This design comes from an exercise in tuning for small area, a short achievable clock period and few clock cycles per item on the open sky130 flow, not from production work. Where RTL was checked, it was by simulation tests only, not by an equivalence proof against the original. No functional check of the RTL was part of runs 1 to 5. No activity file was given, so power comes from the tool's default toggle rates.

===== flow/run.sh =====
#!/bin/bash
# synth_recipe.tcl (not shown) runs the flow's synth.tcl, then flattens the netlist and writes it again
# the make line also repeats each setting of config.mk as NAME=value (left out here)
make -C /OpenROAD-flow-scripts/flow DESIGN_CONFIG=/design/flow/config.mk WORK_HOME=/design/flow/orfs CLKGATE_MAP_FILE= SYNTH_SCRIPT=/design/flow/synth_recipe.tcl finish

===== flow/config.mk =====
export PLATFORM = sky130hd
export DESIGN_NAME = kadai4
export DESIGN_NICKNAME = kadai4
export VERILOG_FILES = /design/flow/design.v
export SDC_FILE = /design/flow/constraint.sdc
export NUM_CORES = 4
export LEC_CHECK = 0
export ABC_CLOCK_PERIOD_IN_PS = 2000
export CAP_MARGIN = 20
export CORE_MARGIN = 2
export CORE_UTILIZATION = 40
export SETUP_SLACK_MARGIN = 3.0
export SLEW_MARGIN = 20

===== flow/constraint.sdc =====
create_clock -name core_clock -period 5.0 [get_ports {CLK}]
set_input_delay 1.0000 -clock core_clock [delete_from_list [all_inputs] [get_ports {CLK}]]
set_output_delay 1.0000 -clock core_clock [all_outputs]
set_load 0.01 [all_outputs]

===== flow/design.v =====
module mult_s1(
    input [7:0] a,
    input [7:0] b,
    output [39:0] e
    );
    wire t1 = (a[0] & b[6]) ^ (a[1] & b[5]);
    wire t2 = (a[0] & b[6]) & (a[1] & b[5]);
    wire t3 = (a[0] & b[7]) ^ (a[1] & b[6]) ^ (a[2] & b[5]);
    wire t4 = ((a[0] & b[7]) & (a[1] & b[6])) | ((a[0] & b[7]) & (a[2] & b[5])) | ((a[1] & b[6]) & (a[2] & b[5]));
    wire t5 = (a[3] & b[4]) ^ (a[4] & b[3]);
    wire t6 = (a[3] & b[4]) & (a[4] & b[3]);
    wire t7 = (a[1] & b[7]) ^ (a[2] & b[6]) ^ (a[3] & b[5]);
    wire t8 = ((a[1] & b[7]) & (a[2] & b[6])) | ((a[1] & b[7]) & (a[3] & b[5])) | ((a[2] & b[6]) & (a[3] & b[5]));
    wire t9 = (a[4] & b[4]) ^ (a[5] & b[3]);
    wire t10 = (a[4] & b[4]) & (a[5] & b[3]);
    wire t11 = (a[2] & b[7]) ^ (a[3] & b[6]) ^ (a[4] & b[5]);
    wire t12 = ((a[2] & b[7]) & (a[3] & b[6])) | ((a[2] & b[7]) & (a[4] & b[5])) | ((a[3] & b[6]) & (a[4] & b[5]));
    wire t13 = (a[0] & b[4]) ^ (a[1] & b[3]);
    wire t14 = (a[0] & b[4]) & (a[1] & b[3]);
    wire t15 = (a[0] & b[5]) ^ (a[1] & b[4]) ^ (a[2] & b[3]);
    wire t16 = ((a[0] & b[5]) & (a[1] & b[4])) | ((a[0] & b[5]) & (a[2] & b[3])) | ((a[1] & b[4]) & (a[2] & b[3]));
    wire t17 = (a[3] & b[2]) ^ (a[4] & b[1]);
    wire t18 = (a[3] & b[2]) & (a[4] & b[1]);
    wire t19 = t1 ^ (a[2] & b[4]) ^ (a[3] & b[3]);
    wire t20 = (t1 & (a[2] & b[4])) | (t1 & (a[3] & b[3])) | ((a[2] & b[4]) & (a[3] & b[3]));
    wire t21 = (a[4] & b[2]) ^ (a[5] & b[1]) ^ (a[6] & b[0]);
    wire t22 = ((a[4] & b[2]) & (a[5] & b[1])) | ((a[4] & b[2]) & (a[6] & b[0])) | ((a[5] & b[1]) & (a[6] & b[0]));
    wire t23 = t2 ^ t3 ^ t5;
    wire t24 = (t2 & t3) | (t2 & t5) | (t3 & t5);
    wire t25 = (a[5] & b[2]) ^ (a[6] & b[1]) ^ (a[7] & b[0]);
    wire t26 = ((a[5] & b[2]) & (a[6] & b[1])) | ((a[5] & b[2]) & (a[7] & b[0])) | ((a[6] & b[1]) & (a[7] & b[0]));
    wire t27 = t4 ^ t6 ^ t7;
    wire t28 = (t4 & t6) | (t4 & t7) | (t6 & t7);
    wire t29 = t9 ^ (a[6] & b[2]) ^ (a[7] & b[1]);
    wire t30 = (t9 & (a[6] & b[2])) | (t9 & (a[7] & b[1])) | ((a[6] & b[2]) & (a[7] & b[1]));
    wire t31 = t8 ^ t10 ^ t11;
    wire t32 = (t8 & t10) | (t8 & t11) | (t10 & t11);
    wire t33 = (a[5] & b[4]) ^ (a[6] & b[3]) ^ (a[7] & b[2]);
    wire t34 = ((a[5] & b[4]) & (a[6] & b[3])) | ((a[5] & b[4]) & (a[7] & b[2])) | ((a[6] & b[3]) & (a[7] & b[2]));
    wire t35 = t12 ^ (a[3] & b[7]) ^ (a[4] & b[6]);
    wire t36 = (t12 & (a[3] & b[7])) | (t12 & (a[4] & b[6])) | ((a[3] & b[7]) & (a[4] & b[6]));
    wire t37 = (a[5] & b[5]) ^ (a[6] & b[4]) ^ (a[7] & b[3]);
    wire t38 = ((a[5] & b[5]) & (a[6] & b[4])) | ((a[5] & b[5]) & (a[7] & b[3])) | ((a[6] & b[4]) & (a[7] & b[3]));
    wire t39 = (a[4] & b[7]) ^ (a[5] & b[6]) ^ (a[6] & b[5]);
    wire t40 = ((a[4] & b[7]) & (a[5] & b[6])) | ((a[4] & b[7]) & (a[6] & b[5])) | ((a[5] & b[6]) & (a[6] & b[5]));
    wire t41 = (a[0] & b[3]) ^ (a[1] & b[2]);
    wire t42 = (a[0] & b[3]) & (a[1] & b[2]);
    wire t43 = t13 ^ (a[2] & b[2]) ^ (a[3] & b[1]);
    wire t44 = (t13 & (a[2] & b[2])) | (t13 & (a[3] & b[1])) | ((a[2] & b[2]) & (a[3] & b[1]));
    wire t45 = t14 ^ t15 ^ t17;
    wire t46 = (t14 & t15) | (t14 & t17) | (t15 & t17);
    wire t47 = t16 ^ t18 ^ t19;
    wire t48 = (t16 & t18) | (t16 & t19) | (t18 & t19);
    wire t49 = t20 ^ t22 ^ t23;
    wire t50 = (t20 & t22) | (t20 & t23) | (t22 & t23);
    wire t51 = t24 ^ t26 ^ t27;
    wire t52 = (t24 & t26) | (t24 & t27) | (t26 & t27);
    wire t53 = t28 ^ t30 ^ t31;
    wire t54 = (t28 & t30) | (t28 & t31) | (t30 & t31);
    wire t55 = t32 ^ t34 ^ t35;
    wire t56 = (t32 & t34) | (t32 & t35) | (t34 & t35);
    wire t57 = t36 ^ t38 ^ t39;
    wire t58 = (t36 & t38) | (t36 & t39) | (t38 & t39);
    wire t59 = t40 ^ (a[5] & b[7]) ^ (a[6] & b[6]);
    wire t60 = (t40 & (a[5] & b[7])) | (t40 & (a[6] & b[6])) | ((a[5] & b[7]) & (a[6] & b[6]));
    assign e[0] = (a[0] & b[0]);
    assign e[1] = (a[0] & b[1]);
    assign e[2] = (a[1] & b[0]);
    assign e[3] = (a[0] & b[2]);
    assign e[4] = (a[1] & b[1]);
    assign e[5] = (a[2] & b[0]);
    assign e[6] = t41;
    assign e[7] = (a[2] & b[1]);
    assign e[8] = (a[3] & b[0]);
    assign e[9] = t42;
    assign e[10] = t43;
    assign e[11] = (a[4] & b[0]);
    assign e[12] = t44;
    assign e[13] = t45;
    assign e[14] = (a[5] & b[0]);
    assign e[15] = t46;
    assign e[16] = t47;
    assign e[17] = t21;
    assign e[18] = t48;
    assign e[19] = t49;
    assign e[20] = t25;
    assign e[21] = t50;
    assign e[22] = t51;
    assign e[23] = t29;
    assign e[24] = t52;
    assign e[25] = t53;
    assign e[26] = t33;
    assign e[27] = t54;
    assign e[28] = t55;
    assign e[29] = t37;
    assign e[30] = t56;
    assign e[31] = t57;
    assign e[32] = (a[7] & b[4]);
    assign e[33] = t58;
    assign e[34] = t59;
    assign e[35] = (a[7] & b[5]);
    assign e[36] = t60;
    assign e[37] = (a[6] & b[7]);
    assign e[38] = (a[7] & b[6]);
    assign e[39] = (a[7] & b[7]);
endmodule
module mult_s2(
    input [39:0] e,
    output [15:0] x
    );
    wire t1 = e[3] ^ e[4];
    wire t2 = e[3] & e[4];
    wire t3 = e[6] ^ e[7] ^ e[8];
    wire t4 = (e[6] & e[7]) | (e[6] & e[8]) | (e[7] & e[8]);
    wire t5 = e[9] ^ e[10] ^ e[11];
    wire t6 = (e[9] & e[10]) | (e[9] & e[11]) | (e[10] & e[11]);
    wire t7 = e[12] ^ e[13] ^ e[14];
    wire t8 = (e[12] & e[13]) | (e[12] & e[14]) | (e[13] & e[14]);
    wire t9 = e[15] ^ e[16] ^ e[17];
    wire t10 = (e[15] & e[16]) | (e[15] & e[17]) | (e[16] & e[17]);
    wire t11 = e[18] ^ e[19] ^ e[20];
    wire t12 = (e[18] & e[19]) | (e[18] & e[20]) | (e[19] & e[20]);
    wire t13 = e[21] ^ e[22] ^ e[23];
    wire t14 = (e[21] & e[22]) | (e[21] & e[23]) | (e[22] & e[23]);
    wire t15 = e[24] ^ e[25] ^ e[26];
    wire t16 = (e[24] & e[25]) | (e[24] & e[26]) | (e[25] & e[26]);
    wire t17 = e[27] ^ e[28] ^ e[29];
    wire t18 = (e[27] & e[28]) | (e[27] & e[29]) | (e[28] & e[29]);
    wire t19 = e[30] ^ e[31] ^ e[32];
    wire t20 = (e[30] & e[31]) | (e[30] & e[32]) | (e[31] & e[32]);
    wire t21 = e[33] ^ e[34] ^ e[35];
    wire t22 = (e[33] & e[34]) | (e[33] & e[35]) | (e[34] & e[35]);
    wire t23 = e[36] ^ e[37] ^ e[38];
    wire t24 = (e[36] & e[37]) | (e[36] & e[38]) | (e[37] & e[38]);
    wire [15:0] r0 = {1'b0, t24, t22, t20, t18, t16, t14, t12, t10, t8, t6, t4, t2, t1, e[1], e[0]};
    wire [15:0] r1 = {1'b0, e[39], t23, t21, t19, t17, t15, t13, t11, t9, t7, t5, t3, e[5], e[2], 1'b0};
    assign x = r0 + r1;
endmodule
`timescale 1ns / 1ps
module kadai4 (
    input CLK,
    input RST,
    input [7:0] A,
    input [7:0] B,
    input ACK,
    input START,
    input HALT,
    output [15:0] X,
    output X_VALID,
    output REQ_AB
);
localparam  S_IDLE = 2'd0,
            S_INPUT = 2'd1,
            S_OUTPUT = 2'd2;
reg [15:0] r0, r1, r2, r3, r4, r5, r6, r7;
reg [39:0] e;
reg [1:0] st;
reg [2:0] cnt;       
reg [2:0] w;         
reg req;
reg vld;
wire abort = RST | HALT;
wire acc = req & ACK;
wire [39:0] part;
wire [15:0] prod;
mult_s1 ml1 (
    .a(r5[15:8]),
    .b(r5[7:0]),
    .e(part)
);
mult_s2 ml2 (
    .e(e),
    .x(prod)
);
always @(posedge CLK) begin
    r0 <= acc ? {A, B} : r6;
    r1 <= r0;
    r2 <= r1;
    r3 <= r2;
    r4 <= r3;
    r5 <= r4;
    r6 <= r5;
    e <= part;
    r7 <= prod;
end
always @(posedge CLK) begin
    if (abort) begin
        st <= S_IDLE;
        req <= 1'b0;
        vld <= 1'b0;
    end else begin
        case (st)
            S_IDLE:
                if (START) begin
                    st <= S_INPUT;
                    req <= 1'b1;
                    cnt <= 3'd0;
                end
            S_INPUT:
                if (acc) begin
                    cnt <= cnt + 3'd1;
                    if (cnt == 3'd7) begin
                        st <= S_OUTPUT;
                        req <= 1'b0;
                        vld <= 1'b1;
                    end
                end else if (req) begin
                    req <= 1'b0;
                    w <= 3'd6;
                end else begin
                    w <= w - 3'd1;
                    if (w == 3'd1) req <= 1'b1;
                end
            default: begin
                cnt <= cnt + 3'd1;
                if (cnt == 3'd7) begin
                    st <= S_IDLE;
                    vld <= 1'b0;
                end
            end
        endcase
    end
end
assign X = r7;
assign X_VALID = vld;
assign REQ_AB = req;
endmodule    

==> results of run 1 <==
==> state kept, by name (all words and copies together), names as in the netlist <==
signal  count
r1         16
cnt         3
r6         16
r4         16
r0         16
e          40
w           3
r7         16
st          2
r3         16
r5         16
vld         1
r2         16
req         1
==> synthesized netlist by cell type (3+ instances only) <==
master    count  area share, %
xor2_1        3           0.44
nand2_1      15           0.95
nor3_1        3           0.25
and2_1       58            6.1
ha_1         25            5.3
and4_1        3           0.44
fa_1         36             12
a21oi_1      15            1.3
inv_1        40            2.5
nor2b_1       3           0.32
dfxtp_1     172             58
mux2_2       16            3.0
a21o_1        4           0.50
edfxtp_1      6            3.0
xnor2_1      10            1.5
nor2_1       12           0.76
==> through the flow <==
stage / total power (µW) / util, %
floorplan: 1853 / -
global placement: 1977 / 45.45
detailed placement: 1987 / 45.45
CTS: 3255 / 50.38
global route: 3375 / 50.47
finish: 3212 / 50.47
==> cell usage in the layout, fill, tap and decap left out, types with 3 or more instances in the layout <==
cell / count
dfxtp_1: 160
and2_1: 51
inv_1: 32
fa_1: 32
ha_1: 20
clkdlybuf4s50_1: 20
clkbuf_16: 17
mux2_2: 16
a21oi_1: 15
nand2_1: 14
buf_4: 14
nor2_1: 12
clkbuf_2: 11
xnor2_1: 10
dfxtp_4: 9
inv_2: 8
and2_4: 7
edfxtp_1: 6
clkdlybuf4s15_1: 6
fa_2: 4
ha_4: 4
a21o_1: 3
and4_1: 3
xor2_1: 3
nor2b_1: 3
clkinv_4: 3
clkbuf_8: 3
dfxtp_2: 3
==> layer usage <==
layer / GRT usage, % / up-vias / wire length (µm)
met5: 0 / - / 0
met4: 5.624 / 0 / 176
met3: 4.333 / 13 / 318
met2: 20.59 / 47 / 4283
met1: 15.94 / 1466 / 4283
li1: - / 1567 / -
==> power by group through the flow <==
stage | Combinational (µW) | Sequential, µW | Clock (µW)
2_1_floorplan | 172 | 1680 | 0
3_3_place_gp | 277 | 1700 | 0
3_5_place_dp | 281 | 1710 | 0
4_1_cts | 300 | 1670 | 1290
5_1_grt | 339 | 1680 | 1350
6_report | 301 | 1660 | 1250
==> cell families after synthesis <==
logic type	after synthesis	share of synthesized area [%]
AOI/OAI and AO/OA	35	4.393
DFF	178	60.87
muxes	16	3.026
and+or+nand+nor	101	9.626
adders and majority gates	61	17.36
xor gates and xnor gates	13	1.913
buffers and inverters	44	2.816
==> area by class of cell <==
type	instances	share of cell area, %
sequential	178	49.91
multi-input combinational	226	31.18
clock buffer	21	6.413
timing repair buffer	53	5.953
tap	184	3.138
inverter	40	2.047
clock inverter	10	1.364
==> worst max-delay path: stages, from the launching register on <==
cell and delay, ps:
dfxtp_2 320, inv_2 30, fa_1 540, inv_2 50, ha_4 230, a21o_4 230
a221oi_4 340, nand2_1 110, a21boi_2 190, xnor2_1 90
==> what timing repair did <==
item | 4_1_cts | 5_1_grt
pin swaps | 14 | 7
resized for setup | 62 | 25
hold endpoints to repair | 0 | 0
endpoints found under the setup margin | 60 | 29
buffers inserted | 9 | 6
==> how the worst max path moves through the flow <==
stage	from	to	slack [ps]	depth (start not counted)
after global placement	ACK	w[0]	2250	3
final	e[12]	r7[11]	2760	9
after global routing	e[12]	r7[15]	2650	9
after detailed placement	ACK	w[2]	2180	3
after floorplan	e[14]	r7[11]	2850	9
after CTS	e[12]	r7[11]	2700	9
==> reports/results.txt, run 1 <==
status: complete, no violations
P per Cell Area: 437.8 mW/mm²
Fillers: 1314
cell total after placement: 666
Die Y-Extent: 126.0 µm
total grt overflow: 0
WP data required: 5300 ps
worst slack, placed: 2183 ps
Data arrival, critical path: 2540 ps
unrepaired setup endpoints after global routing: true
Multi-input gate area: 0.002287 mm²
FF+latch area: 0.003661 mm²
setup TNS: 0 ps
area delta synth->final: 23.22%
synth warn: 1
drt first pass iters: 4
nets@finish: 598
Reg-to-Reg Start: e[12]
DIE WIDTH: 126.0 µm
Mapped Nets: 530
Root Buffer: clkbuf_16
largest net degree at the start of global routing: 20
CTS tree: yes
static leakage: 0.003239 µW
Layout Skew: 8.715 ps
final period utilization: 44.75%
register area share after synthesis: 60.87%
I/O Pins: 39
ys flop type: dfxtp_1
Vias: 3093
Worst-Margin Slew: 360.8 ps
CTS Hold Bufs: 0
final hold violations: 0
Antenna diodes: 0
worst r2r path cells: 9
initial antenna violation count: 0
CP endpoint kind: register
Core Region: 0.01453 mm²
Pint: 2473 µW
Initial Util: 40.96%
Async SR Flop Fraction: 0%
Clock power frac: 38.8%
H-tree levels: 4
number of DRC markers in iteration 0: 115
Final ANT Viol Nets: 0
number of synthesized register bits: 178
CP Max Fanout: 5
EDFF count, synth: 6
critical path startpoint category: register
half-perimeter wire length after placement: 6087 µm
Distinct cells, synth: 36
CTS buffer count: 17
# DRC: 0
placer's final routability congestion estimate: 0.7764
WHS: 322.6 ps
layout cells sized above 1: 22.92%
relative slew slack: 75.91%
hold path start: r1[9]
Total Routing Usage GR: 12.88%
Post-Syn Instances: 448
CTS max path bufs: 2
first-pass GRT wire length: 15750 µm
Sink Count: 178
Final Max Slew Viols: 0
fraction of power spent switching nets: 23.01%
worst skew pair latency: 420 ps
crit path kind: reg2reg
row cnt: 44
vias in the first global route: 3272
Hold Path Stages: 0
Finished Cell Area: 0.007336 mm²
Via density: 4.344
r2r setup slk: 2760 ps
Syn Area/Cell: 13.29 µm²
max cap viols: 0
die area: 0.01587 mm²
Tmin final: 2238 ps
worst hold path class: reg2reg
Post-Route WL: 9062 µm
Psw: 739.1 µW
final std cells w/o fill: 712
setup ws final: 2762 ps
RR Endpoint: r7[11]
Finish-stage setup viols: 0
fmax: 0.4469 GHz
post-synthesis instance area: 0.005953 mm²
wire length per cell: 12.73 µm
Hold EP: r2[9]
Seq pwr share: 51.8%
Placed Instance Area: 0.006606 mm²
Worst-path clk slew: 60 ps
number of port buffers: 38
worst vdd ir: 0.0002214 V
Gate power share: 9.4%
==> run 2, diff against run 1 <==
--- a/flow/config.mk
+++ b/flow/config.mk
@@ -11,2 +11,5 @@
 export CORE_UTILIZATION = 40
+export CTS_BUF_LIST = sky130_fd_sc_hd__clkbuf_4 sky130_fd_sc_hd__clkbuf_8
+export CTS_CLUSTER_DIAMETER = 200
+export CTS_CLUSTER_SIZE = 50
 export SETUP_SLACK_MARGIN = 3.0
==> reports/results.txt, run 2 <==
Root Buffer: clkbuf_8
Via density: 4.335 (-0.20%)
DIE WIDTH: 126.0 µm (unchanged)
Final ANT Viol Nets: 0 (unchanged)
static leakage: 0.003175 µW (-2.0%)
commonest non-fill, non-tap cell in the layout: dfxtp_1
unrepaired setup endpoints after global routing: true
Syn Area/Cell: 13.29 µm² (unchanged)
max reg flops: 40 (unchanged)
total grt overflow: 0 (unchanged)
worst hold path class: reg2reg
first-pass GRT wire length: 15840 µm (+0.53%)
Tmin final: 2225 ps (-12.56 ps)
setup ws final: 2775 ps (+12.56 ps)
P per Cell Area: 403.9 mW/mm² (-7.8%)
number of synthesized register bits: 178 (unchanged)
Layout Skew: 11.45 ps (+2.736 ps)
CTS tree: yes
final hold violations: 0 (unchanged)
Worst-Margin Slew: 374.7 ps (+13.90 ps)
Reg with most FFs: e
Worst-path clk slew: 80 ps (+20 ps)
worst slack, placed: 2183 ps (unchanged)
top post-synthesis cells by area: dfxtp_1 58%, fa_1 12%, and2_1 6.1%, ha_1 5.3%, edfxtp_1 3.0%
area delta synth->final: 19.65%
number of port buffers: 38 (unchanged)
setup TNS: 0 ps (unchanged)
vias in the first global route: 3280 (+0.24%)
CTS Hold Bufs: 0 (unchanged)
FF+latch area: 0.003662 mm² (about the same)
Vias: 3091 (-0.065%)
critical path startpoint category: register
largest net degree at the start of global routing: 20 (unchanged)
drt first pass iters: 4 (unchanged)
die area: 0.01587 mm² (unchanged)
CTS max path bufs: 2 (unchanged)
worst skew pair latency: 450 ps (+30 ps)
Fillers: 1356 (+3.2%)
Core Region: 0.01453 mm² (unchanged)
max cap viols: 0 (unchanged)
Synth top area share: 57.84% (unchanged)
initial antenna violation count: 0 (unchanged)
wire length per cell: 12.84 µm (+0.88%)
Antenna diodes: 0 (unchanged)
I/O Pins: 39 (unchanged)
Data arrival, critical path: 2560 ps (+20 ps)
Finish-stage setup viols: 0 (unchanged)
Mapped Nets: 530 (unchanged)
EDFF count, synth: 6 (unchanged)
Initial Util: 40.96% (unchanged)
crit path kind: reg2reg
placer's final routability congestion estimate: 0.7764 (unchanged)
Async SR Flop Fraction: 0% (unchanged)
status: complete, no violations
post-synthesis instance area: 0.005953 mm² (unchanged)
Distinct cells, synth: 36 (unchanged)
register area share after synthesis: 60.87% (unchanged)
# DRC: 0 (unchanged)
Post-Syn Instances: 448 (unchanged)
WP data required: 5340 ps (+40 ps)
fmax: 0.4494 GHz (+0.56%)
final period utilization: 44.50% (-0.25 points)
relative slew slack: 74.99% (-0.93 points)
CTS buffer count: 17 (unchanged)
Sink Count: 178 (unchanged)
number of DRC markers in iteration 0: 134 (+17%)
H-tree levels: 4 (unchanged)
Post-Route WL: 9155 µm (+1.0%)
layout cells sized above 1: 24.95% (+2.0 points)
ys flop type: dfxtp_1
most frequent cells in the layout: 159 x dfxtp_1, 50 x and2_1, 32 x inv_1, 32 x fa_1
WHS: 326.7 ps (+4.076 ps)
worst vdd ir: 0.0001453 V (-34%)
synth warn: 1 (unchanged)
Multi-input gate area: 0.002283 mm² (-0.16%)
row cnt: 44 (unchanged)
half-perimeter wire length after placement: 6087 µm (unchanged)
Total Routing Usage GR: 12.94% (+0.066 points)
CP endpoint kind: register
nets@finish: 599 (+0.17%)
Synth top cells by count: 172 x dfxtp_1, 58 x and2_1, 40 x inv_1, 36 x fa_1, 25 x ha_1
Final Max Slew Viols: 0 (unchanged)
dominant cell type by area after synthesis: dfxtp_1
CP Max Fanout: 5 (unchanged)
Die Y-Extent: 126.0 µm (unchanged)
count leader, synth: dfxtp_1
## run 2: cell counts after synthesis
No cell type changed its count.
## run 2: logic make-up after synthesis
group	after synthesis	synth area share (%)
fa+ha+maj	61	17.36
compound gates	35	4.393
xor+xnor	13	1.913
flops	178	60.87
simple gates	101	9.626
mux	16	3.026
buf+inv	44	2.816
## run 2: cell type report
| class | instances | share of cell area (%) |
|---|---|---|
| tap | 184 | 3.232 |
| timing repair buffer | 54 | 5.814 |
| inverter | 40 | 2.108 |
| sequential | 178 | 51.41 |
| multi-input combinational | 226 | 32.06 |
| clock inverter | 10 | 1.405 |
| clock buffer | 21 | 3.970 |
## run 2: routing by layer
metal  wire (µm)  global-route usage [%]
met1        4279                   16.17
met2        4354                   20.62
met3         349                   3.993
met4         171                   6.012
met5           0                       0
## run 2: stage by stage
| step | area (µm²) | instances | total power [µW] | utilization [%] |
|---|---|---|---|---|
| 2_1_floorplan | 6016 | 448 | 1853 | - |
| 3_3_place_gp | 6606 | 666 | 1977 | 45.45 |
| 3_5_place_dp | 6606 | 666 | 1987 | 45.45 |
| 4_1_cts | 7068 | 708 | 2912 | 48.63 |
| 5_1_grt | 7123 | 713 | 3041 | 49.01 |
| 6_report | 7123 | 713 | 2877 | 49.01 |
## run 2: worst max-delay path, stage by stage (launching register included)
cell and delay (ps):
dfxtp_2 330, inv_2 30, fa_1 540, inv_2 50
ha_4 230, a21o_4 220, a221oi_4 340, nand2_1 110
a21boi_2 190, xnor2_1 90
## run 2: path summary, 6_finish.rpt
| path | slack [ps] | to | start | cells past startpoint |
|---|---|---|---|---|
| setup / recovery | 2770 | r7[11] | e[12] | 9 |
| hold / removal | 330 | r5[12] | r4[12] | 0 |
| hold reg to reg | 330 | r5[12] | r4[12] | 0 |
| setup reg to reg | 2770 | r7[11] | e[12] | 9 |
## run 2: what timing repair did
action / 4_1_cts / 5_1_grt
setup buffers: 11 / 5
setup endpoints to repair: 58 / 22
gates cloned: 0 / 0
pin swaps: 14 / 9
gates resized for setup: 95 / 16
## run 2: power breakdown
part	internal [µW]	switching, µW
registers	1590	69.6
clock network	441	481
logic	148	147
==> run 3, diff against run 2 <==
--- a/flow/config.mk
+++ b/flow/config.mk
@@ -11,5 +11,5 @@
 export CORE_UTILIZATION = 40
-export CTS_BUF_LIST = sky130_fd_sc_hd__clkbuf_4 sky130_fd_sc_hd__clkbuf_8
-export CTS_CLUSTER_DIAMETER = 200
-export CTS_CLUSTER_SIZE = 50
+export CTS_BUF_LIST = sky130_fd_sc_hd__clkbuf_8
+export CTS_CLUSTER_DIAMETER = 100
+export CTS_CLUSTER_SIZE = 30
 export SETUP_SLACK_MARGIN = 3.0
==> reports/results.txt, run 3 <==
status: complete, no violations
drt first pass iters: 4 (unchanged)
Core Region: 0.01453 mm² (unchanged)
Tmin final: 2224 ps (-0.6700 ps)
Pint: 2171 µW (-0.34%)
Syn Area/Cell: 13.29 µm² (unchanged)
worst slack, placed: 2183 ps (unchanged)
RR Endpoint: r7[11]
initial antenna violation count: 0 (unchanged)
ys flop type: dfxtp_1
top post-synthesis cells by area: dfxtp_1 58%, fa_1 12%, and2_1 6.1%, ha_1 5.3%, edfxtp_1 3.0%
Total Routing Usage GR: 13.01% (+0.062 points)
crit path kind: reg2reg
max cap viols: 0 (unchanged)
Post-Syn Instances: 448 (unchanged)
fmax: 0.4496 GHz (about the same)
WHS: 326.7 ps (+0.009000 ps)
Gate power share: 10.3% (about the same)
CTS tree: yes
# DRC: 0 (unchanged)
WP data required: 5380 ps (+40 ps)
Hold EP: r5[12]
Initial Util: 40.96% (unchanged)
Final Max Slew Viols: 0 (unchanged)
placer's final routability congestion estimate: 0.7764 (unchanged)
DIE WIDTH: 126.0 µm (unchanged)
Finish-stage setup viols: 0 (unchanged)
CTS max path bufs: 2 (unchanged)
area delta synth->final: 19.59% (about the same)
Synth top area share: 57.84% (unchanged)
Via density: 4.328 (-0.16%)
static leakage: 0.003175 µW (about the same)
Distinct cells, synth: 36 (unchanged)
H-tree levels: 4 (unchanged)
dominant cell type by area after synthesis: dfxtp_1
worst vdd ir: 0.0001454 V (about the same)
register area share after synthesis: 60.87% (unchanged)
EDFF count, synth: 6 (unchanged)
first-pass GRT wire length: 15930 µm (+0.57%)
critical path startpoint category: register
Synth top cells by count: 172 x dfxtp_1, 58 x and2_1, 40 x inv_1, 36 x fa_1, 25 x ha_1
worst r2r path cells: 9 (unchanged)
final hold violations: 0 (unchanged)
commonest non-fill, non-tap cell in the layout: dfxtp_1
nets@finish: 599 (unchanged)
setup TNS: 0 ps (unchanged)
CTS buffer count: 17 (unchanged)
relative slew slack: 74.24% (-0.75 points)
fraction of power spent switching nets: 24.33% (+0.070 points)
Async SR Flop Fraction: 0% (unchanged)
total grt overflow: 0 (unchanged)
Worst-path clk slew: 80 ps (about the same)
layout cells sized above 1: 24.76% (-0.19 points)
Fillers: 1357 (+0.074%)
setup ws final: 2776 ps (+0.6700 ps)
Vias: 3086 (-0.16%)
Final ANT Viol Nets: 0 (unchanged)
P per Cell Area: 403.1 mW/mm² (-0.20%)
Root Buffer: clkbuf_8
CP endpoint kind: register
worst hold path class: reg2reg
count leader, synth: dfxtp_1
Worst-Margin Slew: 385.9 ps (+11.21 ps)
post-synthesis instance area: 0.005953 mm² (unchanged)
Layout Skew: 11.26 ps (-0.1904 ps)
wire length per cell: 12.85 µm (+0.11%)
most frequent cells in the layout: 159 x dfxtp_1, 50 x and2_1, 33 x inv_1
PnR Total Power: 2870 µW (-0.25%)
worst skew pair latency: 450 ps (about the same)
crit path from: e[12]
Seq pwr share: 57.8% (about the same)
I/O Pins: 39 (unchanged)
Sink Count: 178 (unchanged)
final period utilization: 44.49% (about the same)
row cnt: 44 (unchanged)
die area: 0.01587 mm² (unchanged)
synth warn: 1 (unchanged)
number of port buffers: 38 (unchanged)
Reg with most FFs: e
Reg-to-Reg Start: e[12]
number of DRC markers in iteration 0: 133 (-0.75%)
Clock power frac: 31.9% (about the same)
r2r setup slk: 2780 ps (about the same)
Psw: 698.3 µW (about the same)
hold path start: r4[12]
Data arrival, critical path: 2600 ps (+40 ps)
Hold Path Stages: 0 (unchanged)
Antenna diodes: 0 (unchanged)
number of synthesized register bits: 178 (unchanged)
Mapped Nets: 530 (unchanged)
unrepaired setup endpoints after global routing: true
CP Max Fanout: 5 (unchanged)
vias in the first global route: 3289 (+0.27%)
half-perimeter wire length after placement: 6087 µm (unchanged)
Post-Route WL: 9165 µm (+0.11%)
max reg flops: 40 (unchanged)
largest net degree at the start of global routing: 20 (unchanged)
Die Y-Extent: 126.0 µm (unchanged)
[run 3: changes by cell type in the layout (fill, tap and decap cells not counted), sizes merged]
cell,delta
clkbuf,-1
inv,+1
[run 3: worst max-delay path: stages (launching register included)]
cell      delay [ps]
dfxtp_2          330
inv_2             30
fa_1             540
inv_2             50
ha_4             230
a21o_4           220
a221oi_4         340
nand2_1          110
a21boi_2         180
xnor2_1          130
[run 3: kinds of logic (layout without fill, tap and decap cells)]
| logic type | after synthesis | after routing | share of synthesized area (%) |
|---|---|---|---|
| xor gates and xnor gates | 13 | 13 | 1.913 |
| buffers and inverters | 44 | 125 | 2.816 |
| muxes | 16 | 16 | 3.026 |
| DFF | 178 | 178 | 60.87 |
| adders and majority gates | 61 | 61 | 17.36 |
| and+or+nand+nor | 101 | 101 | 9.626 |
| AOI/OAI and AO/OA | 35 | 35 | 4.393 |
[run 3: area by class of cell]
class	instances	area, µm²	share of cell area, %
clock inverters	11	103.9	1.459
inverters	40	150.1	2.109
flip-flops and latches	178	3662	51.44
well taps	184	230.2	3.234
clock buffers	20	275.3	3.866
multi-input cells	226	2283	32.07
repair buffers	54	414.1	5.817
[run 3: metrics by stage]
step                      util, %  instance area (µm²)  std cells
final                       48.98                 7119        713
after global routing        48.98                 7119        713
after CTS                   48.61                 7064        708
after detailed placement    45.45                 6606        666
after global placement      45.45                 6606        666
after floorplan                 -                 6016        448
[run 3: what timing repair did]
item,in CTS,in global routing
resized for setup,95,16
endpoints found under the setup margin,58,22
pin swaps,14,9
hold buffers,0,0
buffers inserted,11,5
[run 3: worst max-delay path by stage]
| stage | endpoint | cells past startpoint |
|---|---|---|
| after floorplan | r7[11] | 9 |
| final | r7[11] | 9 |
| after global placement | w[0] | 3 |
| after CTS | r7[11] | 9 |
| after detailed placement | w[2] | 3 |
| after global routing | r7[15] | 9 |
[run 3: routing by layer]
layer,global-route usage (%),part of all wire [%],vias to the layer above
met1,16.34,47,1459
met3,3.993,3.8,12
li1,-,-,1568
met5,0,0,-
met2,20.65,48,47
met4,6.012,1.9,0
[run 3: power by group through the flow]
stage | combinational, µW | clock (µW) | sequential, µW
2_1_floorplan | 172 | 0 | 1680
3_3_place_gp | 277 | 0 | 1700
3_5_place_dp | 281 | 0 | 1710
4_1_cts | 290 | 950 | 1660
5_1_grt | 334 | 1020 | 1680
6_report | 295 | 915 | 1660
==> run 4, diff against run 3 <==
--- a/flow/config.mk
+++ b/flow/config.mk
@@ -10,6 +10,5 @@
 export CORE_MARGIN = 2
-export CORE_UTILIZATION = 40
+export CORE_UTILIZATION = 70
 export CTS_BUF_LIST = sky130_fd_sc_hd__clkbuf_8
-export CTS_CLUSTER_DIAMETER = 100
-export CTS_CLUSTER_SIZE = 30
+export PLACE_DENSITY = 0.8
 export SETUP_SLACK_MARGIN = 3.0
==> reports/results.txt, run 4 <==
status: complete, no violations
critical path startpoint category: register
Vias: 3284 (+6.4%)
CP endpoint kind: register
Worst-Margin Slew: 435.0 ps (+49.08 ps)
area delta synth->final: 19.23%
number of synthesized register bits: 178 (unchanged)
commonest non-fill, non-tap cell in the layout: dfxtp_1
P per Cell Area: 414.9 mW/mm² (+2.9%)
Fillers: 371 (-73%)
Post-Syn Instances: 448 (unchanged)
placer's final routability congestion estimate: 0.7424 (-4.4%)
Finished Cell Area: 0.007098 mm² (-0.30%)
Synth top cells by count: 172 x dfxtp_1, 58 x and2_1, 40 x inv_1, 36 x fa_1, 25 x ha_1
ys flop type: dfxtp_1
die area: 0.009258 mm² (-42%)
most frequent cells in the layout: 158 x dfxtp_1, 49 x and2_1, 31 x fa_1
top post-synthesis cells by area: dfxtp_1 58%, fa_1 12%, and2_1 6.1%, ha_1 5.3%, edfxtp_1 3.0%
cell total after placement: 587 (-12%)
Die Y-Extent: 96.22 µm (-24%)
initial antenna violation count: 0 (unchanged)
crit path kind: reg2reg
Multi-input gate area: 0.002297 mm² (+0.60%)
layout cells sized above 1: 27.10% (+2.3 points)
WP data required: 5390 ps (about the same)
# DRC: 0 (unchanged)
Distinct cells, synth: 36 (unchanged)
Placed Instance Area: 0.006507 mm² (-1.5%)
CP Max Fanout: 6 (+1)
EDFF count, synth: 6 (unchanged)
largest net degree at the start of global routing: 20 (unchanged)
Root Buffer: clkbuf_8
fin util: 86.39% (+37 points)
H-tree levels: 4 (unchanged)
DIE WIDTH: 96.22 µm (-24%)
synth warn: 1 (unchanged)
vias in the first global route: 3385 (+2.9%)
max cap viols: 0 (unchanged)
CTS tree: yes
Total Routing Usage GR: 24.61% (+12 points)
final std cells w/o fill: 640 (-10%)
Synth top area share: 57.84% (unchanged)
unrepaired setup endpoints after global routing: true
register area share after synthesis: 60.87% (unchanged)
row cnt: 33 (-25%)
Final ANT Viol Nets: 0 (unchanged)
post-synthesis instance area: 0.005953 mm² (unchanged)
half-perimeter wire length after placement: 6512 µm (+7.0%)
Finish-stage setup viols: 0 (unchanged)
Async SR Flop Fraction: 0% (unchanged)
Reg with most FFs: e
FF+latch area: 0.003664 mm² (about the same)
final hold violations: 0 (unchanged)
worst hold path class: reg2reg
dominant cell type by area after synthesis: dfxtp_1
count leader, synth: dfxtp_1
fmax: 0.4460 GHz (-0.79%)
Sink Count: 178 (unchanged)
CTS buffer count: 17 (unchanged)
Antenna diodes: 0 (unchanged)
nets@finish: 604 (+0.83%)
Tmin final: 2242 ps (+17.60 ps)
CTS Hold Bufs: 0 (unchanged)
CTS max path bufs: 2 (unchanged)
Core Region: 0.008217 mm² (-43%)
Mapped Nets: 530 (unchanged)
Syn Area/Cell: 13.29 µm² (unchanged)
relative slew slack: 70.96% (-3.3 points)
worst skew pair latency: 440 ps (about the same)
I/O Pins: 39 (unchanged)
Post-Route WL: 10640 µm (+16%)
total grt overflow: 0 (unchanged)
worst vdd ir: 0.0003471 V (+140%)
static leakage: 0.003209 µW (+1.1%)
number of DRC markers in iteration 0: 108 (-19%)
Data arrival, critical path: 2630 ps (+30 ps)
Final Max Slew Viols: 0 (unchanged)
wire length per cell: 16.62 µm (+29%)
number of port buffers: 38 (unchanged)
Worst-path clk slew: 100 ps (+20 ps)
Layout Skew: 12.34 ps (+1.076 ps)
max reg flops: 40 (unchanged)
drt first pass iters: 4 (unchanged)
final period utilization: 44.84% (+0.35 points)
setup TNS: 0 ps (unchanged)
Initial Util: 72.45% (+31 points)
first-pass GRT wire length: 16230 µm (+1.9%)
Via density: 5.131 (+19%)
[run 4: final timing paths]
path              start  endpoint  cells past startpoint  slack [ps]
setup / recovery  r5[5]     e[25]                      6        2760
hold / removal    r3[9]     r4[9]                      0         330
hold reg to reg   r3[9]     r4[9]                      0         330
setup reg to reg  r5[5]     e[25]                      6        2760
[run 4: cell families after synthesis]
| kind of cell | after synthesis | synth area share [%] |
|---|---|---|
| AO/OA/AOI/OAI | 35 | 4.393 |
| XOR/XNOR | 13 | 1.913 |
| adder cells (fa/ha/maj) | 61 | 17.36 |
| buffers and inverters | 44 | 2.816 |
| flip-flops | 178 | 60.87 |
| multiplexers | 16 | 3.026 |
| AND/OR/NAND/NOR | 101 | 9.626 |
[run 4: layout make-up]
cell class / instances / area share (%)
flip-flops and latches: 178 / 51.61
well taps: 105 / 1.851
inverters: 40 / 2.115
multi-input cells: 226 / 32.36
repair buffers: 59 / 6.416
clock inverters: 15 / 2.344
clock buffers: 17 / 3.296
[run 4: critical path: stages (launching register included)]
cell and delay [ps]:
dfxtp_4 390, and2_4 150, fa_1 540, inv_1 50, fa_2 520, inv_2 40, fa_2 500
[run 4: routing by layer]
layer,vias to the layer above,global-route usage [%],routed length [µm]
met2,70,43.87,5717
met1,1621,28.30,4418
li1,1579,-,-
met5,-,0,0
met4,0,9.286,178
met3,14,6.421,323
[run 4: stage by stage]
step           hold WS, ps  setup WS [ps]  power (µW)
6_report             332.8           2758        2945
5_1_grt              333.5           2707        3067
4_1_cts              327.9           2749        2941
3_5_place_dp         312.0           2241        1993
3_3_place_gp         309.9           2298        1968
2_1_floorplan        309.5           2853        1853
[run 4: timing repair]
item / 4_1_cts / 5_1_grt
hold endpoints to repair: 0 / 0
buffers inserted: 13 / 8
pin swaps: 18 / 9
setup endpoints to repair: 59 / 31
resized for setup: 97 / 22
cloned: 0 / 0
[run 4: where the power goes]
group / total (µW) / switching (µW) / internal [µW]
logic: 319 / 159 / 160
registers: 1670 / 81.2 / 1590
clock network: 953 / 574 / 379
total: 2940 / 814 / 2130
==> run 5, diff against run 4 <==
--- a/flow/config.mk
+++ b/flow/config.mk
@@ -10,5 +10,7 @@
 export CORE_MARGIN = 2
-export CORE_UTILIZATION = 70
+export CORE_UTILIZATION = 60
 export CTS_BUF_LIST = sky130_fd_sc_hd__clkbuf_8
-export PLACE_DENSITY = 0.8
+export CTS_CLUSTER_DIAMETER = 400
+export CTS_CLUSTER_SIZE = 60
+export PLACE_DENSITY = 0.7
 export SETUP_SLACK_MARGIN = 3.0
==> reports/results.txt, run 5 <==
cell total after placement: 615 (+4.8%)
static leakage: 0.003214 µW (+0.15%)
Post-Route WL: 8714 µm (-18%)
final period utilization: 45.39% (+0.55 points)
layout cells sized above 1: 26.03% (-1.1 points)
Pint: 2223 µW (+4.3%)
# DRC: 0 (unchanged)
Final ANT Viol Nets: 0 (unchanged)
drt first pass iters: 4 (unchanged)
Reg with most FFs: e
Antenna diodes: 0 (unchanged)
commonest non-fill, non-tap cell in the layout: dfxtp_1
fin util: 73.66% (-13 points)
top post-synthesis cells by area: dfxtp_1 58%, fa_1 12%, and2_1 6.1%, ha_1 5.3%, edfxtp_1 3.0%
Root Buffer: clkbuf_8
number of port buffers: 38 (unchanged)
ys flop type: dfxtp_1
Syn Area/Cell: 13.29 µm² (unchanged)
setup ws final: 2731 ps (-27.42 ps)
initial antenna violation count: 0 (unchanged)
Reg-to-Reg Start: e[14]
Core Region: 0.009684 mm² (+18%)
crit path kind: reg2reg
status: complete, no violations
number of synthesized register bits: 178 (unchanged)
Gate power share: 10.4% (-0.4 points)
CTS tree: yes
EDFF count, synth: 6 (unchanged)
critical path cell sequence: inv_2 > fa_1 > inv_2 > ha_4 > a21o_4 > a221oi_4 > nand2_1 > a21boi_2 > xnor2_1
first-pass GRT wire length: 15300 µm (-5.7%)
Finish-stage setup viols: 0 (unchanged)
Sink Count: 178 (unchanged)
Data arrival, critical path: 2640 ps (about the same)
row cnt: 36 (+9.1%)
Initial Util: 61.47% (-11 points)
worst slack, placed: 2223 ps (-18.09 ps)
relative slew slack: 76.05% (+5.1 points)
CTS max path bufs: 2 (unchanged)
P per Cell Area: 414.6 mW/mm² (about the same)
Multi-input gate area: 0.002286 mm² (-0.49%)
DIE WIDTH: 103.6 µm (+7.7%)
worst skew pair latency: 440 ps (about the same)
worst hold path class: reg2reg
max reg flops: 40 (unchanged)
CP max stage delay: 540 ps (about the same)
CP Max Fanout: 5 (-1)
nets@finish: 603 (-0.17%)
worst vdd ir: 0.0002695 V (-22%)
Hold EP: r1[0]
worst r2r path cells: 9 (+3)
r2r setup slk: 2730 ps (-30 ps)
Via density: 4.729 (-7.8%)
fraction of power spent switching nets: 24.84% (-2.8 points)
Final Max Slew Viols: 0 (unchanged)
total grt overflow: 0 (unchanged)
Clock power frac: 33.4% (+1.0 points)
dominant cell type by area after synthesis: dfxtp_1
number of DRC markers in iteration 0: 73 (-32%)
Psw: 734.6 µW (-9.8%)
Die Y-Extent: 103.6 µm (+7.7%)
Mapped Nets: 530 (unchanged)
area delta synth->final: 19.82%
critical path startpoint category: register
Layout Skew: 10.45 ps (-1.890 ps)
Async SR Flop Fraction: 0% (unchanged)
Worst-path clk slew: 90 ps (about the same)
RR Endpoint: r7[11]
synth warn: 1 (unchanged)
most frequent cells in the layout: 157 x dfxtp_1, 52 x and2_1, 31 x inv_1, 31 x fa_1
H-tree levels: 4 (unchanged)
CTS Hold Bufs: 0 (unchanged)
Post-Syn Instances: 448 (unchanged)
die area: 0.01074 mm² (+16%)
Fillers: 691 (+86%)
PnR Total Power: 2958 µW (+0.44%)
Hold Path Stages: 0 (unchanged)
Tmin final: 2269 ps (+27.42 ps)
Synth top area share: 57.84% (unchanged)
post-synthesis instance area: 0.005953 mm² (unchanged)
WP data required: 5370 ps (-20 ps)
count leader, synth: dfxtp_1
final hold violations: 0 (unchanged)
Worst-Margin Slew: 358.8 ps (-76.20 ps)
hold path start: r0[0]
setup TNS: 0 ps (unchanged)
half-perimeter wire length after placement: 5899 µm (-9.4%)
vias in the first global route: 3353 (-0.95%)
unrepaired setup endpoints after global routing: true
final std cells w/o fill: 667 (+4.2%)
cell mode on critical path: inv_2
FF+latch area: 0.003662 mm² (about the same)
Seq pwr share: 56.2% (-0.6 points)
Worst path slowest cell: fa_1
fmax: 0.4407 GHz (-1.2%)
Synth top cells by count: 172 x dfxtp_1, 58 x and2_1, 40 x inv_1, 36 x fa_1, 25 x ha_1
CTS buffer count: 17 (unchanged)
wire length per cell: 13.06 µm (-21%)
register area share after synthesis: 60.87% (unchanged)
Distinct cells, synth: 36 (unchanged)
placer's final routability congestion estimate: 0.7487 (+0.85%)
I/O Pins: 39 (unchanged)
crit path from: e[14]
Total Routing Usage GR: 18.25% (-6.4 points)
Vias: 3154 (-4.0%)
largest net degree at the start of global routing: 20 (unchanged)
CP endpoint kind: register
max cap viols: 0 (unchanged)
## run 5: cell counts after synthesis
No cell type changed its count.
## run 5: layer usage
| layer | track usage, % | vias to the layer above | wire [µm] |
|---|---|---|---|
| met1 | 22.34 | 1507 | 4056 |
| met3 | 4.720 | 17 | 283 |
| met4 | 8.591 | 0 | 181 |
| li1 | - | 1584 | - |
| met5 | 0 | - | 0 |
| met2 | 30.37 | 46 | 4193 |
## run 5: area by class of cell
class	count	share of cell area (%)
tap	133	2.333
multi-input combinational	226	32.05
sequential	178	51.34
timing repair buffer	58	6.332
inverter	40	2.105
clock inverter	14	2.368
clock buffer	18	3.473
## run 5: worst max path at each step
| stage | slack (ps) | cells after the start | to |
|---|---|---|---|
| after floorplan | 2850 | 9 | r7[11] |
| after global placement | 2280 | 3 | w[1] |
| after detailed placement | 2220 | 3 | w[2] |
| after CTS | 2710 | 9 | r7[11] |
| after global routing | 2660 | 9 | r7[11] |
| final | 2730 | 9 | r7[11] |
## run 5: kinds of logic after synthesis
kind of cell,after synthesis,share of synthesized area (%)
DFF,178,60.87
and+or+nand+nor,101,9.626
adders and majority gates,61,17.36
buffers and inverters,44,2.816
AOI/OAI and AO/OA,35,4.393
muxes,16,3.026
xor gates and xnor gates,13,1.913
## run 5: stage by stage
| stage | hold slack, ps | area (µm²) |
|---|---|---|
| 2_1_floorplan | 309.5 | 6016 |
| 6_report | 324.9 | 7133 |
| 3_3_place_gp | 309.9 | 6543 |
| 4_1_cts | 327.9 | 7089 |
| 3_5_place_dp | 312.0 | 6543 |
| 5_1_grt | 331.0 | 7133 |
## run 5: worst max-delay path, delay by kind of cell (launching register included)
family,cells,cell delay (ps)
adders and majority gates,2,760
AOI/OAI and AO/OA,3,780
DFF,1,330
buffers and inverters,2,80
xor gates and xnor gates,1,140
and+or+nand+nor,1,110
## run 5: power groups by stage
stage	Combinational (µW)	Sequential, µW	Clock [µW]
6_report	309	1660	988
5_1_grt	348	1680	1080
4_1_cts	303	1660	1020
3_5_place_dp	281	1710	0
3_3_place_gp	275	1700	0
2_1_floorplan	172	1680	0
## run 5: repair_timing
| action | CTS | global route |
|---|---|---|
| pin swaps | 17 | 14 |
| endpoints found under the setup margin | 58 | 25 |
| buffers inserted | 15 | 5 |
| gates resized for setup | 95 | 19 |
==> run 6, diff against run 5 <==
--- a/flow/design.v
+++ b/flow/design.v
@@ -3,3 +3,3 @@
     input [7:0] b,
-    output [39:0] e
+    output [24:0] e
     );
@@ -65,73 +65,60 @@
     wire t60 = (t40 & (a[5] & b[7])) | (t40 & (a[6] & b[6])) | ((a[5] & b[7]) & (a[6] & b[6]));
-    assign e[0] = (a[0] & b[0]);
-    assign e[1] = (a[0] & b[1]);
-    assign e[2] = (a[1] & b[0]);
-    assign e[3] = (a[0] & b[2]);
-    assign e[4] = (a[1] & b[1]);
-    assign e[5] = (a[2] & b[0]);
-    assign e[6] = t41;
-    assign e[7] = (a[2] & b[1]);
-    assign e[8] = (a[3] & b[0]);
-    assign e[9] = t42;
-    assign e[10] = t43;
-    assign e[11] = (a[4] & b[0]);
-    assign e[12] = t44;
-    assign e[13] = t45;
-    assign e[14] = (a[5] & b[0]);
-    assign e[15] = t46;
-    assign e[16] = t47;
-    assign e[17] = t21;
-    assign e[18] = t48;
-    assign e[19] = t49;
-    assign e[20] = t25;
-    assign e[21] = t50;
-    assign e[22] = t51;
-    assign e[23] = t29;
-    assign e[24] = t52;
-    assign e[25] = t53;
-    assign e[26] = t33;
-    assign e[27] = t54;
-    assign e[28] = t55;
-    assign e[29] = t37;
-    assign e[30] = t56;
-    assign e[31] = t57;
-    assign e[32] = (a[7] & b[4]);
-    assign e[33] = t58;
-    assign e[34] = t59;
-    assign e[35] = (a[7] & b[5]);
-    assign e[36] = t60;
-    assign e[37] = (a[6] & b[7]);
-    assign e[38] = (a[7] & b[6]);
-    assign e[39] = (a[7] & b[7]);
+    assign e[0] = t41;
+    assign e[1] = t42;
+    assign e[2] = t43;
+    assign e[3] = t44;
+    assign e[4] = t45;
+    assign e[5] = t46;
+    assign e[6] = t47;
+    assign e[7] = t21;
+    assign e[8] = t48;
+    assign e[9] = t49;
+    assign e[10] = t25;
+    assign e[11] = t50;
+    assign e[12] = t51;
+    assign e[13] = t29;
+    assign e[14] = t52;
+    assign e[15] = t53;
+    assign e[16] = t33;
+    assign e[17] = t54;
+    assign e[18] = t55;
+    assign e[19] = t37;
+    assign e[20] = t56;
+    assign e[21] = t57;
+    assign e[22] = t58;
+    assign e[23] = t59;
+    assign e[24] = t60;
 endmodule
 module mult_s2(
-    input [39:0] e,
+    input [7:0] a,
+    input [7:0] b,
+    input [24:0] e,
     output [15:0] x
     );
-    wire t1 = e[3] ^ e[4];
-    wire t2 = e[3] & e[4];
-    wire t3 = e[6] ^ e[7] ^ e[8];
-    wire t4 = (e[6] & e[7]) | (e[6] & e[8]) | (e[7] & e[8]);
-    wire t5 = e[9] ^ e[10] ^ e[11];
-    wire t6 = (e[9] & e[10]) | (e[9] & e[11]) | (e[10] & e[11]);
-    wire t7 = e[12] ^ e[13] ^ e[14];
-    wire t8 = (e[12] & e[13]) | (e[12] & e[14]) | (e[13] & e[14]);
-    wire t9 = e[15] ^ e[16] ^ e[17];
-    wire t10 = (e[15] & e[16]) | (e[15] & e[17]) | (e[16] & e[17]);
-    wire t11 = e[18] ^ e[19] ^ e[20];
-    wire t12 = (e[18] & e[19]) | (e[18] & e[20]) | (e[19] & e[20]);
-    wire t13 = e[21] ^ e[22] ^ e[23];
-    wire t14 = (e[21] & e[22]) | (e[21] & e[23]) | (e[22] & e[23]);
-    wire t15 = e[24] ^ e[25] ^ e[26];
-    wire t16 = (e[24] & e[25]) | (e[24] & e[26]) | (e[25] & e[26]);
-    wire t17 = e[27] ^ e[28] ^ e[29];
-    wire t18 = (e[27] & e[28]) | (e[27] & e[29]) | (e[28] & e[29]);
-    wire t19 = e[30] ^ e[31] ^ e[32];
-    wire t20 = (e[30] & e[31]) | (e[30] & e[32]) | (e[31] & e[32]);
-    wire t21 = e[33] ^ e[34] ^ e[35];
-    wire t22 = (e[33] & e[34]) | (e[33] & e[35]) | (e[34] & e[35]);
-    wire t23 = e[36] ^ e[37] ^ e[38];
-    wire t24 = (e[36] & e[37]) | (e[36] & e[38]) | (e[37] & e[38]);
-    wire [15:0] r0 = {1'b0, t24, t22, t20, t18, t16, t14, t12, t10, t8, t6, t4, t2, t1, e[1], e[0]};
-    wire [15:0] r1 = {1'b0, e[39], t23, t21, t19, t17, t15, t13, t11, t9, t7, t5, t3, e[5], e[2], 1'b0};
+    wire t1 = (a[0] & b[2]) ^ (a[1] & b[1]);
+    wire t2 = (a[0] & b[2]) & (a[1] & b[1]);
+    wire t3 = e[0] ^ (a[2] & b[1]) ^ (a[3] & b[0]);
+    wire t4 = (e[0] & (a[2] & b[1])) | (e[0] & (a[3] & b[0])) | ((a[2] & b[1]) & (a[3] & b[0]));
+    wire t5 = e[1] ^ e[2] ^ (a[4] & b[0]);
+    wire t6 = (e[1] & e[2]) | (e[1] & (a[4] & b[0])) | (e[2] & (a[4] & b[0]));
+    wire t7 = e[3] ^ e[4] ^ (a[5] & b[0]);
+    wire t8 = (e[3] & e[4]) | (e[3] & (a[5] & b[0])) | (e[4] & (a[5] & b[0]));
+    wire t9 = e[5] ^ e[6] ^ e[7];
+    wire t10 = (e[5] & e[6]) | (e[5] & e[7]) | (e[6] & e[7]);
+    wire t11 = e[8] ^ e[9] ^ e[10];
+    wire t12 = (e[8] & e[9]) | (e[8] & e[10]) | (e[9] & e[10]);
+    wire t13 = e[11] ^ e[12] ^ e[13];
+    wire t14 = (e[11] & e[12]) | (e[11] & e[13]) | (e[12] & e[13]);
+    wire t15 = e[14] ^ e[15] ^ e[16];
+    wire t16 = (e[14] & e[15]) | (e[14] & e[16]) | (e[15] & e[16]);
+    wire t17 = e[17] ^ e[18] ^ e[19];
+    wire t18 = (e[17] & e[18]) | (e[17] & e[19]) | (e[18] & e[19]);
+    wire t19 = e[20] ^ e[21] ^ (a[7] & b[4]);
+    wire t20 = (e[20] & e[21]) | (e[20] & (a[7] & b[4])) | (e[21] & (a[7] & b[4]));
+    wire t21 = e[22] ^ e[23] ^ (a[7] & b[5]);
+    wire t22 = (e[22] & e[23]) | (e[22] & (a[7] & b[5])) | (e[23] & (a[7] & b[5]));
+    wire t23 = e[24] ^ (a[6] & b[7]) ^ (a[7] & b[6]);
+    wire t24 = (e[24] & (a[6] & b[7])) | (e[24] & (a[7] & b[6])) | ((a[6] & b[7]) & (a[7] & b[6]));
+    wire [15:0] r0 = {1'b0, t24, t22, t20, t18, t16, t14, t12, t10, t8, t6, t4, t2, t1, (a[0] & b[1]), (a[0] & b[0])};
+    wire [15:0] r1 = {1'b0, (a[7] & b[7]), t23, t21, t19, t17, t15, t13, t11, t9, t7, t5, t3, (a[2] & b[0]), (a[1] & b[0]), 1'b0};
     assign x = r0 + r1;
@@ -155,3 +142,3 @@
 reg [15:0] r0, r1, r2, r3, r4, r5, r6, r7;
-reg [39:0] e;
+reg [24:0] e;
 reg [1:0] st;
@@ -163,3 +150,3 @@
 wire acc = req & ACK;
-wire [39:0] part;
+wire [24:0] part;
 wire [15:0] prod;
@@ -171,2 +158,4 @@
 mult_s2 ml2 (
+    .a(r6[15:8]),
+    .b(r6[7:0]),
     .e(e),
==> flow/config.mk (replaced) <==
export PLATFORM = sky130hd
export DESIGN_NAME = kadai4
export DESIGN_NICKNAME = kadai4
export VERILOG_FILES = /design/flow/design.v
export SDC_FILE = /design/flow/constraint.sdc
export NUM_CORES = 4
export LEC_CHECK = 0
export ABC_CLOCK_PERIOD_IN_PS = 1800
export CAP_MARGIN = 20
export CORE_MARGIN = 2
export CORE_UTILIZATION = 40
export CTS_BUF_LIST = sky130_fd_sc_hd__clkbuf_8
export CTS_CLUSTER_DIAMETER = 100
export CTS_CLUSTER_SIZE = 30
export SETUP_SLACK_MARGIN = 3.2
export SLEW_MARGIN = 20
==> reports/results.txt, run 6 <==
final period utilization: 46.79% (+1.4 points)
Initial Util: 41.10% (-20 points)
Tmin final: 2340 ps (+70.29 ps)
fmax: 0.4274 GHz (-3.0%)
worst r2r path cells: 10 (+1)
Reg-to-Reg Start: r6[0]
die area: 0.01529 mm² (+42%)
static leakage: 0.003138 µW (-2.4%)
worst hold path class: reg2reg
dominant cell type by area after synthesis: dfxtp_1
Worst-Margin Slew: 418.4 ps (+59.59 ps)
CTS tree: yes
final hold violations: 0 (unchanged)
Core Region: 0.01393 mm² (+44%)
# DRC: 0 (unchanged)
Finished Cell Area: 0.007084 mm² (-0.68%)
crit path kind: reg2reg
worst vdd ir: 0.0002193 V (-19%)
Via density: 4.503 (-4.8%)
register area share after synthesis: 58.03% (-2.8 points)
post-synthesis instance area: 0.005727 mm² (-3.8%)
Worst path slowest cell: fa_1
Sink Count: 163 (-8.4%)
Antenna diodes: 0 (unchanged)
number of synthesized register bits: 163 (-8.4%)
count leader, synth: dfxtp_1
Hold EP: r5[11]
Mapped Nets: 539 (+1.7%)
vias in the first global route: 3418 (+1.9%)
hold path start: r4[11]
total grt overflow: 0 (unchanged)
number of DRC markers in iteration 0: 177 (+140%)
first-pass GRT wire length: 16190 µm (+5.9%)
critical path startpoint category: register
nets@finish: 605 (+0.33%)
CP max stage delay: 490 ps (-50 ps)
Vias: 3220 (+2.1%)
Syn Area/Cell: 12.53 µm² (-5.7%)
H-tree levels: 4 (unchanged)
Post-Syn Instances: 457 (+2.0%)
CP endpoint kind: register
row cnt: 43 (+19%)
critical path cell sequence: nand2_2 > fa_1 > inv_2 > ha_4 > a21o_1 > a21oi_2 > buf_4 > o221ai_4 > mux2i_1 > a2111oi_2
status: complete, no violations
commonest non-fill, non-tap cell in the layout: dfxtp_1
Data arrival, critical path: 2650 ps (about the same)
setup ws final: 2660 ps (-70.29 ps)
worst skew pair latency: 450 ps (about the same)
most frequent cells in the layout: 138 x dfxtp_1, 46 x inv_1, 45 x and2_1
Synth top cells by count: 157 x dfxtp_1, 51 x and2_1, 45 x inv_1, 36 x fa_1, 25 x ha_1
CTS buffer count: 17 (unchanged)
Reg with most FFs: e
RR Endpoint: r7[13]
EDFF count, synth: 6 (unchanged)
Distinct cells, synth: 36 (unchanged)
PnR Total Power: 2829 µW (-4.3%)
max cap viols: 0 (unchanged)
DIE WIDTH: 123.7 µm (+19%)
Fillers: 1194 (+73%)
Final ANT Viol Nets: 0 (unchanged)
Post-Route WL: 9623 µm (+10%)
ys flop type: dfxtp_1
Root Buffer: clkbuf_8
Layout Skew: 10.80 ps (+0.3532 ps)
CTS max path bufs: 2 (unchanged)
P per Cell Area: 399.4 mW/mm² (-3.7%)
largest net degree at the start of global routing: 17 (-15%)
unrepaired setup endpoints after global routing: true
drt first pass iters: 4 (unchanged)
relative slew slack: 71.74% (-4.3 points)
layout cells sized above 1: 26.73% (+0.70 points)
CP Max Fanout: 5 (unchanged)
Finish-stage setup viols: 0 (unchanged)
worst slack, placed: 2575 ps (+351.5 ps)
Placed Instance Area: 0.006420 mm² (-1.9%)
initial antenna violation count: 0 (unchanged)
Worst-path clk slew: 80 ps (about the same)
area delta synth->final: 23.71%
number of port buffers: 38 (unchanged)
I/O Pins: 39 (unchanged)
Synth top area share: 54.88% (-3.0 points)
half-perimeter wire length after placement: 6817 µm (+16%)
synth warn: 1 (unchanged)
top post-synthesis cells by area: dfxtp_1 55%, fa_1 13%, and2_1 5.6%, ha_1 5.5%, edfxtp_1 3.1%
r2r setup slk: 2660 ps (-70 ps)
max reg flops: 25 (-38%)
Total Routing Usage GR: 14.32% (-3.9 points)
wire length per cell: 13.46 µm (+3.0%)
Final Max Slew Viols: 0 (unchanged)
Die Y-Extent: 123.7 µm (+19%)
WP data required: 5310 ps (-60 ps)
Async SR Flop Fraction: 0% (unchanged)
setup TNS: 0 ps (unchanged)
placer's final routability congestion estimate: 0.7746 (+3.5%)
Hold Path Stages: 0 (unchanged)
-- run 6: cells by family (layout without fill, tap and decap cells) --
kind of cell	after synthesis	after routing	share of synthesized area, %
compound gates	38	38	4.828
xor+xnor	10	10	1.529
fa+ha+maj	61	61	18.05
buf+inv	51	129	3.386
flops	163	163	58.03
mux	17	17	3.321
simple gates	117	117	10.86
-- run 6: how the worst max path moves through the flow --
stage | start | endpoint | slack (ps) | cells past startpoint
finish | r6[0] | r7[13] | 2660 | 10
global route | r6[0] | r7[13] | 2600 | 10
CTS | r6[0] | r7[13] | 2700 | 10
detailed placement | r6[0] | r7[14] | 2570 | 9
global placement | r6[0] | r7[14] | 2630 | 9
floorplan | r6[0] | r7[8] | 2800 | 9
-- run 6: power by group --
| part | switching (µW) | internal [µW] |
|---|---|---|
| clock network | 441 | 497 |
| logic | 172 | 172 |
| registers | 78.4 | 1470 |
-- run 6: final cells by class --
type	instances	area, µm²	share of cell area, %
inverters	45	168.9	2.384
multi-input cells	243	2452	34.62
repair buffers	53	473.0	6.676
well taps	180	225.2	3.179
clock buffers	18	247.7	3.497
clock inverters	13	145.1	2.049
flip-flops and latches	163	3372	47.60
-- run 6: stage by stage --
stage	cells	utilization [%]	hold WS, ps
floorplan	457	-	309.5
global placement	669	46.07	310.2
detailed placement	669	46.07	312.1
CTS	712	50.03	323.5
global route	715	50.84	331.8
finish	715	50.84	324.3
-- run 6: repair_timing --
item	4_1_cts	5_1_grt
resized for setup	109	26
endpoints found under the setup margin	46	46
pin swaps	22	16
buffers inserted	12	3
hold buffers	0	0
-- run 6: metal layers --
layer	vias to the layer above	routed length (µm)	global-route usage, %	part of all wire (%)
met5	-	0	0	0
met1	1536	4373	17.21	45
met2	65	4588	22.87	48
met4	0	189	5.824	2.0
met3	16	472	5.815	4.9
li1	1603	-	-	-
-- run 6: worst max-delay path, delay by kind of cell (launching register included) --
| kind | cells | cell delay [ps] |
|---|---|---|
| AO/OA/AOI/OAI | 4 | 530 |
| adder cells (fa/ha/maj) | 2 | 750 |
| buffers and inverters | 2 | 200 |
| flip-flops | 1 | 380 |
| multiplexers | 1 | 290 |
| AND/OR/NAND/NOR | 1 | 70 |
Testbench counts of run 6, summed over its fixed seeds: cycles 3,264, items 1,536.
==> run 7, diff against run 6 <==
--- a/flow/config.mk
+++ b/flow/config.mk
@@ -7,3 +7,4 @@
 export LEC_CHECK = 0
-export ABC_CLOCK_PERIOD_IN_PS = 1800
+export ABC_AREA = 1
+export ABC_CLOCK_PERIOD_IN_PS = 2000
 export CAP_MARGIN = 20
@@ -14,3 +15,3 @@
 export CTS_CLUSTER_SIZE = 30
-export SETUP_SLACK_MARGIN = 3.2
+export SETUP_SLACK_MARGIN = 3.0
 export SLEW_MARGIN = 20
==> reports/results.txt, run 7 <==
fraction of power spent switching nets: 26.57% (+2.2 points)
half-perimeter wire length after placement: 7385 µm (+8.3%)
worst hold path class: reg2reg
Async SR Flop Fraction: 0% (unchanged)
Seq pwr share: 54.1% (-0.6 points)
CTS max path bufs: 2 (unchanged)
Worst path slowest cell: fa_2
number of synthesized register bits: 163 (unchanged)
drt first pass iters: 4 (unchanged)
max cap viols: 0 (unchanged)
Synth top cells by count: 177 x nand2_1, 157 x dfxtp_1, 118 x inv_1, 36 x fa_1
crit path kind: reg2reg
CP endpoint kind: register
Buf/Inv on CP: 1 (-1)
static leakage: 0.003838 µW (+22%)
Reg-to-Reg Start: r5[7]
Root Buffer: clkbuf_8
Finish-stage setup viols: 0 (unchanged)
setup TNS: 0 ps (unchanged)
crit path from: r5[7]
Multi-input gate area: 0.002454 mm² (about the same)
Worst-path clk slew: 80 ps (about the same)
layout cells sized above 1: 24.49% (-2.2 points)
commonest non-fill, non-tap cell in the layout: nand2_1
wire length per cell: 11.98 µm (-11%)
Die Y-Extent: 126.2 µm (+2.1%)
Worst-Margin Slew: 306.2 ps (-112.2 ps)
final period utilization: 41.04% (-5.8 points)
critical path startpoint category: register
max reg flops: 25 (unchanged)
FF+latch area: 0.003378 mm² (+0.19%)
count leader, synth: nand2_1
Psw: 774.7 µW (+12%)
WP data required: 5320 ps (about the same)
Core Region: 0.01459 mm² (+4.7%)
Syn Area/Cell: 9.859 µm² (-21%)
Distinct cells, synth: 29 (-19%)
Tmin final: 2052 ps (-287.9 ps)
worst skew pair latency: 440 ps (about the same)
EDFF count, synth: 6 (unchanged)
number of DRC markers in iteration 0: 141 (-20%)
post-synthesis instance area: 0.005974 mm² (+4.3%)
Total Routing Usage GR: 13.80% (-0.51 points)
fmax: 0.4874 GHz (+14%)
Fillers: 1380 (+16%)
status: complete, no violations
row cnt: 44 (+2.3%)
DIE WIDTH: 126.2 µm (+2.1%)
CTS tree: yes
# DRC: 0 (unchanged)
dominant cell type by area after synthesis: dfxtp_1
synth warn: 1 (unchanged)
CTS Hold Bufs: 0 (unchanged)
nets@finish: 760 (+26%)
P per Cell Area: 396.1 mW/mm² (-0.83%)
CTS buffer count: 17 (unchanged)
I/O Pins: 39 (unchanged)
area delta synth->final: 23.20%
register area share after synthesis: 55.62% (-2.4 points)
number of port buffers: 38 (unchanged)
Synth top area share: 52.61% (-2.3 points)
Post-Route WL: 10470 µm (+8.8%)
Vias: 3772 (+17%)
H-tree levels: 4 (unchanged)
final hold violations: 0 (unchanged)
Via density: 4.316 (-4.2%)
Data arrival, critical path: 2370 ps (-280 ps)
largest net degree at the start of global routing: 19 (+2)
Antenna diodes: 0 (unchanged)
Post-Syn Instances: 606 (+33%)
Initial Util: 40.95% (-0.15 points)
## run 7: cell types whose count changed in the layout (fill, tap and decap cells not counted), sizes merged, moves of 5 or more
| cell | change |
|---|---|
| nor2 | +13 |
| mux2 | -16 |
| nor2b | -5 |
| a21oi | -8 |
| and2 | -51 |
| nand3 | +7 |
| inv | +77 |
| nor3 | -7 |
| xnor2 | -5 |
| nand2 | +166 |
## run 7: final timing paths
| check | to | slack [ps] | depth (start not counted) |
|---|---|---|---|
| min reg2reg | r4[6] | 320 | 0 |
| max reg2reg | e[12] | 2950 | 5 |
| min | r4[6] | 320 | 0 |
| max | e[12] | 2950 | 5 |
## run 7: per-stage QoR
| step | hold slack, ps | instances | setup WS, ps | power, µW | area (µm²) |
|---|---|---|---|---|---|
| 2_1_floorplan | 309.5 | 606 | 2993 | 1789 | 5982 |
| 3_3_place_gp | 309.6 | 825 | 2572 | 1923 | 6580 |
| 3_5_place_dp | 312.0 | 825 | 2543 | 1934 | 6580 |
| 4_1_cts | 326.9 | 866 | 2951 | 2880 | 7117 |
| 5_1_grt | 330.4 | 874 | 2889 | 3067 | 7361 |
| 6_report | 324.1 | 874 | 2948 | 2915 | 7361 |
## run 7: layer usage
layer / routed length (µm) / global-route usage, % / part of all wire [%]
met1: 4887 / 16.65 / 47
met2: 4872 / 22.71 / 47
met3: 472 / 4.163 / 4.5
met4: 234 / 6.399 / 2.2
met5: 0 / 0 / 0
## run 7: what timing repair did
| action | 4_1_cts | 5_1_grt |
|---|---|---|
| setup buffers | 10 | 8 |
| pin swaps | 3 | 23 |
| gates resized for setup | 100 | 66 |
| setup endpoints to repair | 36 | 24 |
## run 7: power groups by stage
stage,combinational (µW),sequential [µW],clock (µW)
final,417,1580,922
after CTS,353,1580,951
after detailed placement,326,1610,0
after floorplan,203,1590,0
after global placement,320,1600,0
after global routing,464,1600,1000
## run 7: kinds of logic (layout without fill, tap and decap cells)
kind of cell | after synthesis | count (layout) | share of synthesized area [%]
xor gates and xnor gates | 8 | 8 | 1.173
AOI/OAI and AO/OA | 13 | 13 | 1.403
and+or+nand+nor | 235 | 235 | 16.57
adders and majority gates | 61 | 61 | 17.30
DFF | 163 | 163 | 55.62
buffers and inverters | 126 | 210 | 7.937
## run 7: final cells by class
cell class / count / share of cell area (%)
inverter: 123 / 6.306
sequential: 163 / 45.89
tap: 184 / 3.128
timing repair buffer: 56 / 6.170
multi-input combinational: 317 / 33.33
clock buffer: 18 / 3.366
clock inverter: 13 / 1.802
## run 7: worst register-to-register path, stage by stage, from the launching register on
cell	delay [ps]
dfxtp_4	370
nand2_2	70
inv_2	40
fa_2	570
fa_1	430
fa_1	460

Setup slack of run 7, layout unchanged: 2.948 ns with ideal ports, 2.948 ns with driving cells assumed (clock clkbuf_16, inputs buf_2), 2.605 ns with port delays also shifted by the 0.474 ns mid clock arrival.
